What follows belongs to an exercise in optimizing a design on an open flow for small area and a short achievable clock period; a production flow would make more cautious choices.
Function was checked by simulation only, so behaviour that the tests miss may differ from the original.
Power and IR drop assume default switching activity.

Setup of run A:
// ahb_lite
module ahb_lite(
	input        HCLK,
    input        HRESETn,
    input [31:0] HADDR,
    input        HWRITE,
    input [31:0] HWDATA,
    output[31:0] HRDATA,
    input [31:0] pins_in,
    output[31:0] pins_out,
    output[31:0] pins_dir
);
==> flow/config.mk <==
export PLATFORM = sky130hd
export DESIGN_NAME = ahb_lite
export DESIGN_NICKNAME = ahb_lite
export VERILOG_FILES = /design/flow/design.v
export SDC_FILE = /design/flow/constraint.sdc
export NUM_CORES = 4
export LEC_CHECK = 0
export CAP_MARGIN = 20
export CORE_MARGIN = 2
export CORE_UTILIZATION = 45
export CTS_CLUSTER_DIAMETER = 100
export CTS_CLUSTER_SIZE = 20
export PLACE_DENSITY = 0.75
export SETUP_SLACK_MARGIN = 4.5
export SLEW_MARGIN = 20
==> flow/constraint.sdc <==
create_clock -name core_clock -period 8.0 [get_ports {HCLK}]
set_input_delay 1.6000 -clock core_clock [delete_from_list [all_inputs] [get_ports {HCLK}]]
set_output_delay 1.6000 -clock core_clock [all_outputs]
set_load 0.01 [all_outputs]
standard.sh (not shown) runs the stock make flow with config.mk's settings and CLKGATE_MAP_FILE= SYNTH_SCRIPT=/design/flow/synth_recipe.tcl, a recipe that flattens the netlist after the stock synthesis.
==> flow/flow/run.sh <==
#!/bin/bash
# Standard layout, with small port buffers and the pins_in/HRDATA pins paired.
set -euo pipefail
here=$(pwd)
export BUFFER_PORTS_ARGS="-buffer_cell sky130_fd_sc_hd__buf_1"
export PRE_IO_PLACEMENT_TCL=$here/flow/io.tcl
bash standard.sh > $here/standard.log 2>&1
==> flow/flow/io.tcl <==
# keep each pins_in bit beside the HRDATA bit it feeds
set_io_pin_constraint -group -order -pin_names {pins_in[0] HRDATA[0] pins_in[1] HRDATA[1] pins_in[2] HRDATA[2] pins_in[3] HRDATA[3] pins_in[4] HRDATA[4] pins_in[5] HRDATA[5] pins_in[6] HRDATA[6] pins_in[7] HRDATA[7] pins_in[8] HRDATA[8] pins_in[9] HRDATA[9] pins_in[10] HRDATA[10] pins_in[11] HRDATA[11] pins_in[12] HRDATA[12] pins_in[13] HRDATA[13] pins_in[14] HRDATA[14] pins_in[15] HRDATA[15] pins_in[16] HRDATA[16] pins_in[17] HRDATA[17] pins_in[18] HRDATA[18] pins_in[19] HRDATA[19] pins_in[20] HRDATA[20] pins_in[21] HRDATA[21] pins_in[22] HRDATA[22] pins_in[23] HRDATA[23] pins_in[24] HRDATA[24] pins_in[25] HRDATA[25] pins_in[26] HRDATA[26] pins_in[27] HRDATA[27] pins_in[28] HRDATA[28] pins_in[29] HRDATA[29] pins_in[30] HRDATA[30] pins_in[31] HRDATA[31]}
#### Input delta (run B over run A)
# run A
export LEC_CHECK = 0
export CAP_MARGIN = 20
export CORE_MARGIN = 2
export CORE_UTILIZATION = 45
export CTS_CLUSTER_DIAMETER = 100
export CTS_CLUSTER_SIZE = 20
export PLACE_DENSITY = 0.75
export SETUP_SLACK_MARGIN = 4.5
export SLEW_MARGIN = 20
create_clock -name core_clock -period 8.0 [get_ports {HCLK}]
# run B
export LEC_CHECK = 0
export CAP_MARGIN = 20
export CORE_MARGIN = 2
export CORE_UTILIZATION = 45
export CTS_CLUSTER_DIAMETER = 100
export CTS_CLUSTER_SIZE = 20
export SETUP_SLACK_MARGIN = 4.5
export SLEW_MARGIN = 20
create_clock -name core_clock -period 8.0 [get_ports {HCLK}]
--- a/flow/flow/run.sh
+++ b/flow/flow/run.sh
@@ -6,0 +7 @@
+export RECOVER_POWER=20
## What came out
Run B and run A: one clean run, run A; the rest did not finish clean.
The flow for run B finished, though final verification flagged capacitance limit, slew limit.
The final reports for run B and run A show total power higher in the former.
Against run A, run B reports a routed length on met3 that is lower.
Against run A as the reference, run B delivers a lower area overhead of the layout relative to synthesis.
Run B ends up with a cell count of the worst reg-to-reg path that is 1 lower than in run A.
Delta (run B minus run A): worst setup slack fell by 1.24 ns; count of routing violations after the opening detailed-route iteration fell by 548.
After detailed routing, run A needs less wire than run B.
Ratio of final minimum period to clock period in run B is 16 points above run A.
As far as effective utilization at floorplan goes, run A and run B are indistinguishable; the numbers are identical.
Run A -> run B: largest fanout on the critical path increased by more than 10%
Modified inputs, run C compared to run B
# run B
export LEC_CHECK = 0
export CAP_MARGIN = 20
export CORE_MARGIN = 2
export CORE_UTILIZATION = 45
export CTS_CLUSTER_DIAMETER = 100
export CTS_CLUSTER_SIZE = 20
export SETUP_SLACK_MARGIN = 4.5
export SLEW_MARGIN = 20
create_clock -name core_clock -period 8.0 [get_ports {HCLK}]
# run C
export LEC_CHECK = 0
export CAP_MARGIN = 20
export CORE_MARGIN = 2
export CORE_UTILIZATION = 45
export CTS_CLUSTER_DIAMETER = 100
export CTS_CLUSTER_SIZE = 20
export SETUP_SLACK_MARGIN = 4.5
export SLEW_MARGIN = 20
export TNS_END_PERCENT = 30
create_clock -name core_clock -period 8.0 [get_ports {HCLK}]
--- a/flow/flow/run.sh
+++ b/flow/flow/run.sh
@@ -7 +6,0 @@
-export RECOVER_POWER=20
## What came out
Run C ended with every stage complete and zero timing, DRC or antenna violations. Looking at run B and run C, the relative contribution of combinational cells to total power is a wash. NOTE power run B->run C decreased slightly. The setup slack of run C is larger than that of run B. Between run C and run B, the worst hold slack after final layout does not differ in any meaningful way. Taking run B as the reference, in run C sequential share of layout area +0.20 points; global router's overall resource usage now larger. Diff run C..run B | post-synthesis compound-gate area fraction | negligible. Changes observed in run C relative to run B: maximum fanout encountered on the critical timing path decreased by 29 relative to the old numbers, highest clock rate went up. The run showing the smaller leakage power is run C.
Edits applied to the flow inputs when going from run C to run D:
# run C
export LEC_CHECK = 0
export CAP_MARGIN = 20
export CORE_MARGIN = 2
export CORE_UTILIZATION = 45
export CTS_CLUSTER_DIAMETER = 100
export CTS_CLUSTER_SIZE = 20
export SETUP_SLACK_MARGIN = 4.5
export SLEW_MARGIN = 20
export TNS_END_PERCENT = 30
create_clock -name core_clock -period 8.0 [get_ports {HCLK}]
# run D
export LEC_CHECK = 0
export CAP_MARGIN = 20
export CORE_MARGIN = 2
export CORE_UTILIZATION = 45
export CTS_BUF_LIST = sky130_fd_sc_hd__clkbuf_8
export CTS_CLUSTER_DIAMETER = 80
export CTS_CLUSTER_SIZE = 14
export GPL_TIMING_DRIVEN = 0
export SETUP_SLACK_MARGIN = 4.5
export SLEW_MARGIN = 20
create_clock -name core_clock -period 8.0 [get_ports {HCLK}]
==> comparison <==
Diff run C -> run D: register-to-register slack dropped 0.14 ns; detailed route wirelength on metal2 climbed about 18%; wire length climbed about 20%; total CTS buffers climbed 25. Post-route minimum period up 0.28 ns in run D wrt run C.
Setup changes, run D to run E
# run D
export LEC_CHECK = 0
export CAP_MARGIN = 20
export CORE_MARGIN = 2
export CORE_UTILIZATION = 45
export CTS_BUF_LIST = sky130_fd_sc_hd__clkbuf_8
export CTS_CLUSTER_DIAMETER = 80
export CTS_CLUSTER_SIZE = 14
export GPL_TIMING_DRIVEN = 0
export SETUP_SLACK_MARGIN = 4.5
export SLEW_MARGIN = 20
create_clock -name core_clock -period 8.0 [get_ports {HCLK}]
# run E
export LEC_CHECK = 0
export CAP_MARGIN = 20
export CORE_MARGIN = 2
export CORE_UTILIZATION = 45
export CTS_CLUSTER_DIAMETER = 100
export CTS_CLUSTER_SIZE = 20
export SETUP_SLACK_MARGIN = 4.5
export SLEW_MARGIN = 20
create_clock -name core_clock -period 8.0 [get_ports {HCLK}]
[summary]
- Run E ended with every stage complete and zero timing, DRC or antenna violations.
- Against run D, worst IR drop on VDD in run E came out worse.
- Diff run D -> run E: share of the final layout cell area in sequential cells now sits higher; combinational power now sits lower; cell area after technology mapping now sits at about the same level.
Edits applied to the flow inputs when going from run E to run F:
# run E
export LEC_CHECK = 0
export CAP_MARGIN = 20
export CORE_MARGIN = 2
export CORE_UTILIZATION = 45
export CTS_CLUSTER_DIAMETER = 100
export CTS_CLUSTER_SIZE = 20
export SETUP_SLACK_MARGIN = 4.5
export SLEW_MARGIN = 20
create_clock -name core_clock -period 8.0 [get_ports {HCLK}]
# run F
export LEC_CHECK = 0
export CAP_MARGIN = 20
export CORE_MARGIN = 2
export CORE_UTILIZATION = 45
export CTS_CLUSTER_DIAMETER = 100
export CTS_CLUSTER_SIZE = 20
export SETUP_SLACK_MARGIN = 5.0
export SLEW_MARGIN = 20
create_clock -name core_clock -period 8.0 [get_ports {HCLK}]
Findings:
- Sequential share of layout area in run F is 3.1 points below run E.
- Via count grows by a few percent when moving from run E to run F.
- Post-route minimum period: run F vs run E up 0.015 ns
- Status | run E and run F | clean
- Taking run E as the reference point, the area added between synthesis and finish of run F rises by 7.0 points.
- From run E to run F, cell area after synthesis did not move at all.
- In the metrics for run E and run F, the one carrying the lower largest net degree at the start of global routing is run F.
- Between run E and run F, number of filler cells placed in the layout is lower for run F, run E comes in above that.
- On final net count: run F sits above run E.
- Changes observed in run F relative to run E: clock insertion delay at the later pin of the skew report ~0 delta; share of synthesized area spent on multiplexers comparable; share of post-route cells with drive strength above 1 grew by 6.7 points.

==> separate check: timing with driven ports <==
How much do the figures lean on ideal ports? The routed layouts below were timed once more, with nothing changed but the port constraints.
Step 1 assumes that a clkbuf_16 drives the clock port and a buf_2 every other input.
Step 2 adds t to the input delays and takes it off the output delays; t is the mean of the earliest and latest rising clock arrival at the registers after step 1. Input paths then give back, and output paths get back, about the clock's delay inside the block.
a / b / c = ideal / step 1 / step 2; a / b = the first two.
| run | shift t [ns] | setup WS [ns] | worst register clock-pin slew, ns |
|---|---|---|---|
| run A | 0.708 | 4.301 / 4.320 / 3.613 | 0.10 / 0.10 |
| run B | 0.706 | 3.059 / 2.994 / 2.288 | 0.10 / 0.10 |
| run C | 0.708 | 4.356 / 4.334 / 3.626 | 0.10 / 0.10 |
| run D | 0.836 | 4.078 / 4.083 / 3.247 | 0.11 / 0.11 |
| run E | 0.705 | 4.426 / 4.356 / 3.651 | 0.10 / 0.10 |
| run F | 0.707 | 4.411 / 4.378 / 3.684 | 0.10 / 0.10 |
For run D, which loses most, drivers alone change the setup slack by +0.005 ns; drivers and shift together by -0.831 ns.
